From an optimization exercise on the open Yosys and OpenROAD flow, aimed at small area; shortcuts taken in it are not production practice. At most, simulation tests tie the RTL to the original design; equivalence was not proved. Power figures rest on the tool's default switching activity, not on a simulated workload. The flow treats the clock pin as an ideal source, which a real chip does not have.

## router_top
module router_top(clock,resetn,read_enb_0,read_enb_1,read_enb_2,data_in,pkt_valid,
       data_out_0,data_out_1,data_out_2,valid_out_0,valid_out_1,valid_out_2,err,busy);
Size in the first run: about 540 flip-flops.
Settings: LEC_CHECK=0, CAP_MARGIN=20, CORE_MARGIN=2, CORE_UTILIZATION=70, SLEW_MARGIN=20; clock period 5.0 ns.
standard.sh (not shown) runs the stock make flow with config.mk's settings and CLKGATE_MAP_FILE= SYNTH_SCRIPT=/design/flow/synth_recipe.tcl, a recipe that flattens the netlist after the stock synthesis.
==> flow/flow/run.sh <==
#!/bin/bash
# Standard layout, with two changes: clock tree synthesis without dummy loads,
# and the smallest buffer on the input and output ports.
set -euo pipefail
export CTS_ARGS="-sink_clustering_enable -repair_clock_nets -dont_use_dummy_load -sink_clustering_size 30 -sink_clustering_max_diameter 70 -buf_list sky130_fd_sc_hd__clkbuf_16"
export BUFFER_PORTS_ARGS="-buffer_cell sky130_fd_sc_hd__buf_1"
bash standard.sh > standard.log 2>&1
Change:
==> flow/flow/run.sh (replaced) <==
#!/bin/bash
# The standard layout (standard.sh) with three changes:
#  - synthesis maps logic with an area-oriented ABC script (flow/synth.tcl);
#  - clock tree synthesis inserts no dummy loads and uses larger sink clusters;
#  - the input and output ports get the smallest buffer.
set -euo pipefail
here=$(pwd)
export AREA_ABC_SCRIPT=$here/flow/area.abc
export CTS_ARGS="-sink_clustering_enable -repair_clock_nets -dont_use_dummy_load -sink_clustering_size 30 -sink_clustering_max_diameter 70 -buf_list sky130_fd_sc_hd__clkbuf_16"
export BUFFER_PORTS_ARGS="-buffer_cell sky130_fd_sc_hd__buf_1"
sed "s|SYNTH_SCRIPT=[^ ]*|SYNTH_SCRIPT=$here/flow/synth.tcl|" standard.sh > layout.sh
grep -q "SYNTH_SCRIPT=$here/flow/synth.tcl" layout.sh
bash layout.sh > layout.log 2>&1
==> flow/flow/area.abc (new file) <==
strash
dc2
dch -f
amap
topo
==> flow/flow/synth.tcl (new file) <==
# The standard synthesis (synth_recipe.tcl), except that ABC maps the logic
# with an area-oriented script (flow/area.abc) instead of ORFS's speed script.
# Registers are mapped before ABC runs, so they are the standard ones.
proc synth {args} { yosys synth -nofsm -noshare {*}$args }
proc abc {args} {
  set i [lsearch -exact $args -script]
  if { $i >= 0 } { set args [lreplace $args $i [expr {$i + 1}] -script $::env(AREA_ABC_SCRIPT)] }
  yosys abc {*}$args
}
source $::env(SCRIPTS_DIR)/synth.tcl
# left out here: clear keep_hierarchy, flatten, clean up, hide names made inside functions, write 1_2_yosys.v
What happened:
- design area fell by 3.8%
- clock-buffer cell count stays the same
- via count goes up by 1.3%
- setup slack loses 0.097 ns
- routed wire length came out higher by 4.6%
- maximum frequency fell by 2.7%
- utilization rises by 0.54 points
- synthesized area decreases by 5.4%
- global-route usage goes up by 2.5 points
Change:
==> flow/run.sh (new file) <==
#!/bin/bash
# synth_recipe.tcl (not shown) runs the flow's synth.tcl, then flattens the netlist and writes it again
# the make line also repeats each setting of config.mk as NAME=value (left out here)
make -C /OpenROAD-flow-scripts/flow DESIGN_CONFIG=/design/flow/config.mk WORK_HOME=/design/flow/orfs CLKGATE_MAP_FILE= SYNTH_SCRIPT=/design/flow/synth_recipe.tcl finish
--- a/flow/config.mk
+++ b/flow/config.mk
@@ -10 +10,4 @@
-export CORE_UTILIZATION = 70
+export CORE_UTILIZATION = 60
+export CTS_BUF_LIST = sky130_fd_sc_hd__clkbuf_16
+export CTS_CLUSTER_DIAMETER = 60
+export CTS_CLUSTER_SIZE = 25
removed: flow/flow/run.sh
removed: flow/flow/area.abc
removed: flow/flow/synth.tcl
removed: flow/standard.sh
- global-route usage went down by 5.5 points
- critical path depth went down by 3
- cell area went up by a little under a tenth
- power went up by a few percent
- final cell count went up by a few percent
- via count went down by a few percent
- sequential share of layout area went down by 5.3 points
- flip-flop and latch count stays the same
Change:
==> flow/flow/run.sh (new file) <==
#!/bin/bash
# Standard layout, with two changes: clock tree synthesis without dummy loads,
# and the smallest buffer on the input and output ports.
set -euo pipefail
export CTS_ARGS="-sink_clustering_enable -repair_clock_nets -dont_use_dummy_load -sink_clustering_size 25 -sink_clustering_max_diameter 60 -buf_list sky130_fd_sc_hd__clkbuf_16"
export BUFFER_PORTS_ARGS="-buffer_cell sky130_fd_sc_hd__buf_1"
bash standard.sh > standard.log 2>&1
==> flow/standard.sh (new file) <==
#!/bin/bash
# synth_recipe.tcl (not shown) runs the flow's synth.tcl, then flattens the netlist and writes it again
# the make line also repeats each setting of config.mk as NAME=value (left out here)
make -C /OpenROAD-flow-scripts/flow DESIGN_CONFIG=/design/flow/config.mk WORK_HOME=/design/flow/orfs CLKGATE_MAP_FILE= SYNTH_SCRIPT=/design/flow/synth_recipe.tcl "${@:-finish}"
removed: flow/run.sh
The changed run passed the timing, design-rule and antenna checks. Combinational power fell by about 3%. Power fell by about 4.5%. Wire length fell by about 0.8%.
Function was not checked in any run of this note: the RTL went through the layout flow alone.

========
Another version of the RTL of router_top (not shown whole).
Size in the first run: roughly 20000 µm² of cells after synthesis.
Settings: LEC_CHECK=0, CAP_MARGIN=20, CORE_MARGIN=2, CORE_UTILIZATION=70, SLEW_MARGIN=20; clock period 5.0 ns.
==> flow/flow/run.sh <==
#!/bin/bash
# The standard layout (standard.sh) with three changes:
#  - synthesis maps logic with an area-oriented ABC script (flow/synth.tcl);
#  - clock tree synthesis inserts no dummy loads and uses larger sink clusters;
#  - the input and output ports get the smallest buffer.
set -euo pipefail
here=$(pwd)
export AREA_ABC_SCRIPT=$here/flow/area.abc
export CTS_ARGS="-sink_clustering_enable -repair_clock_nets -dont_use_dummy_load -sink_clustering_size 30 -sink_clustering_max_diameter 120 -buf_list sky130_fd_sc_hd__clkbuf_16"
export BUFFER_PORTS_ARGS="-buffer_cell sky130_fd_sc_hd__buf_1"
sed "s|SYNTH_SCRIPT=[^ ]*|SYNTH_SCRIPT=$here/flow/synth.tcl|" standard.sh > layout.sh
grep -q "SYNTH_SCRIPT=$here/flow/synth.tcl" layout.sh
bash layout.sh > layout.log 2>&1
==> flow/flow/area.abc <==
strash
dc2
dch -f
amap
topo
strash
dch -f
amap
topo
==> flow/flow/synth.tcl <==
# The standard synthesis (synth_recipe.tcl), except that ABC maps the logic
# with an area-oriented script (flow/area.abc) instead of ORFS's speed script.
# Registers are mapped before ABC runs, so they are the standard ones.
proc synth {args} { yosys synth -nofsm -noshare {*}$args }
proc abc {args} {
  set i [lsearch -exact $args -script]
  if { $i >= 0 } { set args [lreplace $args $i [expr {$i + 1}] -script $::env(AREA_ABC_SCRIPT)] }
  yosys abc {*}$args
}
source $::env(SCRIPTS_DIR)/synth.tcl
# left out here: clear keep_hierarchy, flatten, clean up, hide names made inside functions, write 1_2_yosys.v
The starting point produced a clean layout.
Next try:
- CAP_MARGIN: 20 -> 0
- SLEW_MARGIN: 20 -> 0
After rerunning: Utilization is unchanged. Hold slack stays the same. Die area does not change. Clock power hardly moves. Register-to-register slack hardly moves. Power is unchanged. Final area is unchanged.
Next try:
--- a/flow/flow/run.sh
+++ b/flow/flow/run.sh
@@ -7,5 +7,5 @@
 here=$(pwd)
 export AREA_ABC_SCRIPT=$here/flow/area.abc
-export CTS_ARGS="-sink_clustering_enable -repair_clock_nets -dont_use_dummy_load -sink_clustering_size 30 -sink_clustering_max_diameter 120 -buf_list sky130_fd_sc_hd__clkbuf_16"
+export CTS_ARGS="-sink_clustering_enable -repair_clock_nets -dont_use_dummy_load -sink_clustering_size 18 -sink_clustering_max_diameter 120 -buf_list sky130_fd_sc_hd__clkbuf_8 -root_buf sky130_fd_sc_hd__clkbuf_16"
 export BUFFER_PORTS_ARGS="-buffer_cell sky130_fd_sc_hd__buf_1"
 sed "s|SYNTH_SCRIPT=[^ ]*|SYNTH_SCRIPT=$here/flow/synth.tcl|" standard.sh > layout.sh
- CAP_MARGIN: 0 -> 20
- SLEW_MARGIN: 0 -> 20
The new run completed without violations; non-clock buffer count does not change; utilization is about the same; critical path depth is unchanged; via count rose by 1.5%; worst setup slack improved by 0.0051 ns; worst hold slack improved by 0.0060 ns; design area barely changes; count of clock-buffer cells in the layout rose by 14; power is about the same; global-route usage rose by 0.45 points.
Next try:
--- a/flow/flow/run.sh
+++ b/flow/flow/run.sh
@@ -7,5 +7,6 @@
 here=$(pwd)
 export AREA_ABC_SCRIPT=$here/flow/area.abc
-export CTS_ARGS="-sink_clustering_enable -repair_clock_nets -dont_use_dummy_load -sink_clustering_size 18 -sink_clustering_max_diameter 120 -buf_list sky130_fd_sc_hd__clkbuf_8 -root_buf sky130_fd_sc_hd__clkbuf_16"
+export CTS_ARGS="-sink_clustering_enable -repair_clock_nets -dont_use_dummy_load -sink_clustering_size 30 -sink_clustering_max_diameter 120 -buf_list sky130_fd_sc_hd__clkbuf_16"
+export GPL_KEEP_OVERFLOW=0
 export BUFFER_PORTS_ARGS="-buffer_cell sky130_fd_sc_hd__buf_1"
 sed "s|SYNTH_SCRIPT=[^ ]*|SYNTH_SCRIPT=$here/flow/synth.tcl|" standard.sh > layout.sh
Outcome: Final area rises by a few percent. Global-route usage rises by 0.76 points. Register-to-register slack is worse by 0.41 ns. Clock skew falls by 0.014 ns. Non-clock buffer count rises by 16. Via count rises slightly. Sequential cell count stays the same. Combinational power rises by a little under a tenth.
No run of this note included a check of the RTL's function; only the layout flow was run.

========
Another version of the RTL of router_top (not shown whole).
For scale: about 540 flip-flops, ~0.020 mm2 of cells after synthesis.
Settings: LEC_CHECK=0, CAP_MARGIN=20, CORE_MARGIN=2, CORE_UTILIZATION=70, SLEW_MARGIN=20; clock period 5.0 ns.
==> flow/flow/run.sh <==
#!/bin/bash
# The standard layout (standard.sh) with three changes:
#  - synthesis maps logic with an area-oriented ABC script (flow/synth.tcl);
#  - clock tree synthesis inserts no dummy loads and uses larger sink clusters;
#  - the input and output ports get the smallest buffer.
set -euo pipefail
here=$(pwd)
export AREA_ABC_SCRIPT=$here/flow/area.abc
export CTS_ARGS="-sink_clustering_enable -repair_clock_nets -dont_use_dummy_load -sink_clustering_size 30 -sink_clustering_max_diameter 120 -buf_list sky130_fd_sc_hd__clkbuf_16"
export BUFFER_PORTS_ARGS="-buffer_cell sky130_fd_sc_hd__buf_1"
sed "s|SYNTH_SCRIPT=[^ ]*|SYNTH_SCRIPT=$here/flow/synth.tcl|" standard.sh > layout.sh
grep -q "SYNTH_SCRIPT=$here/flow/synth.tcl" layout.sh
bash layout.sh > layout.log 2>&1
==> flow/flow/area.abc <==
strash
dc2
dch -f
amap
topo
strash
dch -f
amap
topo
stime -c
upsize -c
dnsize -c
Scripts as last shown in full above: flow/flow/synth.tcl
The starting point completed with no timing, DRC or antenna violations.
Edit:
--- a/flow/flow/run.sh
+++ b/flow/flow/run.sh
@@ -7,5 +7,5 @@
 here=$(pwd)
 export AREA_ABC_SCRIPT=$here/flow/area.abc
-export CTS_ARGS="-sink_clustering_enable -repair_clock_nets -dont_use_dummy_load -sink_clustering_size 30 -sink_clustering_max_diameter 120 -buf_list sky130_fd_sc_hd__clkbuf_16"
+export CTS_ARGS="-sink_clustering_enable -repair_clock_nets -dont_use_dummy_load -sink_clustering_size 32 -sink_clustering_max_diameter 120 -buf_list sky130_fd_sc_hd__clkbuf_16"
 export BUFFER_PORTS_ARGS="-buffer_cell sky130_fd_sc_hd__buf_1"
 sed "s|SYNTH_SCRIPT=[^ ]*|SYNTH_SCRIPT=$here/flow/synth.tcl|" standard.sh > layout.sh
==> flow/flow/area.abc (replaced) <==
strash
dc2
dch -f
amap
topo
strash
dch -f
amap
topo
CORE_UTILIZATION = 75   (was 70)
- The changed run finished clean
- non-clock buffer count went up by 1
- power is about the same
- via count went up by 2.5%
- sequential cell count stays the same
Edit:
--- a/flow/flow/run.sh
+++ b/flow/flow/run.sh
@@ -7,5 +7,6 @@
 here=$(pwd)
 export AREA_ABC_SCRIPT=$here/flow/area.abc
-export CTS_ARGS="-sink_clustering_enable -repair_clock_nets -dont_use_dummy_load -sink_clustering_size 32 -sink_clustering_max_diameter 120 -buf_list sky130_fd_sc_hd__clkbuf_16"
+export CTS_ARGS="-sink_clustering_enable -repair_clock_nets -dont_use_dummy_load -sink_clustering_size 30 -sink_clustering_max_diameter 120 -buf_list sky130_fd_sc_hd__clkbuf_16"
+export GPL_KEEP_OVERFLOW=0
 export BUFFER_PORTS_ARGS="-buffer_cell sky130_fd_sc_hd__buf_1"
 sed "s|SYNTH_SCRIPT=[^ ]*|SYNTH_SCRIPT=$here/flow/synth.tcl|" standard.sh > layout.sh
CORE_UTILIZATION = 70   (was 75)
=> The changed run went through all stages and came out clean; routed wire length is lower by 2.7%; die area is higher by 7.0%; count of clock-buffer cells in the layout is higher by 1; core utilization is lower by 4.0 points; sequential share of layout area is lower by 1.4 points; via count is lower by 1.4%.

## what the ideal ports hide
How much do the figures lean on ideal ports? The routed layouts below were timed once more, with nothing changed but the port constraints.
Step 1: set_driving_cell puts a clkbuf_16 on clock and a buf_2 on each other input, an assumption about the parent block.
Step 2, shift: input delay + t, output delay - t, t = (earliest + latest rising clock arrival at the registers) / 2. This alone moves slack from input paths to output paths.
Three values: ideal, step 1, step 2; two values: the first two.
| run | t (ns) | setup WS [ns] | hold slack, ns | worst data-port slew with drivers (ns) |
|---|---|---|---|---|
| the first run of note 1 | 0.607 | 1.495 / 1.495 / 1.495 | 0.422 / 0.422 / 0.422 | 0.08 |
| the second run of note 1 | 0.615 | 1.398 / 1.398 / 1.398 | 0.429 / 0.429 / 0.429 | 0.05 |
| the third run of note 1 | 0.583 | 1.677 / 1.635 / 1.357 | 0.436 / 0.436 / 0.436 | 0.07 |
| the fourth run of note 1 | 0.589 | 1.412 / 1.412 / 1.412 | 0.416 / 0.416 / 0.416 | 0.07 |
| the first run of note 2 | 0.596 | 1.489 / 1.489 / 1.462 | 0.424 / 0.424 / 0.424 | 0.03 |
| the second run of note 2 | 0.596 | 1.489 / 1.489 / 1.462 | 0.424 / 0.424 / 0.424 | 0.03 |
| the third run of note 2 | 0.564 | 1.494 / 1.494 / 1.492 | 0.430 / 0.430 / 0.430 | 0.04 |
| the fourth run of note 2 | 0.600 | 1.087 / 1.086 / 1.086 | 0.432 / 0.432 / 0.432 | 0.03 |
| the first run of note 3 | 0.592 | 1.450 / 1.450 / 1.450 | 0.432 / 0.432 / 0.432 | 0.06 |
| the second run of note 3 | 0.597 | 1.414 / 1.414 / 1.414 | 0.423 / 0.423 / 0.423 | 0.06 |
| the third run of note 3 | 0.589 | 1.345 / 1.345 / 1.345 | 0.427 / 0.427 / 0.427 | 0.06 |
After both steps setup and hold are still met in every run listed. For the third run of note 1, which loses most, drivers alone change the setup slack by -0.042 ns; drivers and shift together by -0.320 ns.
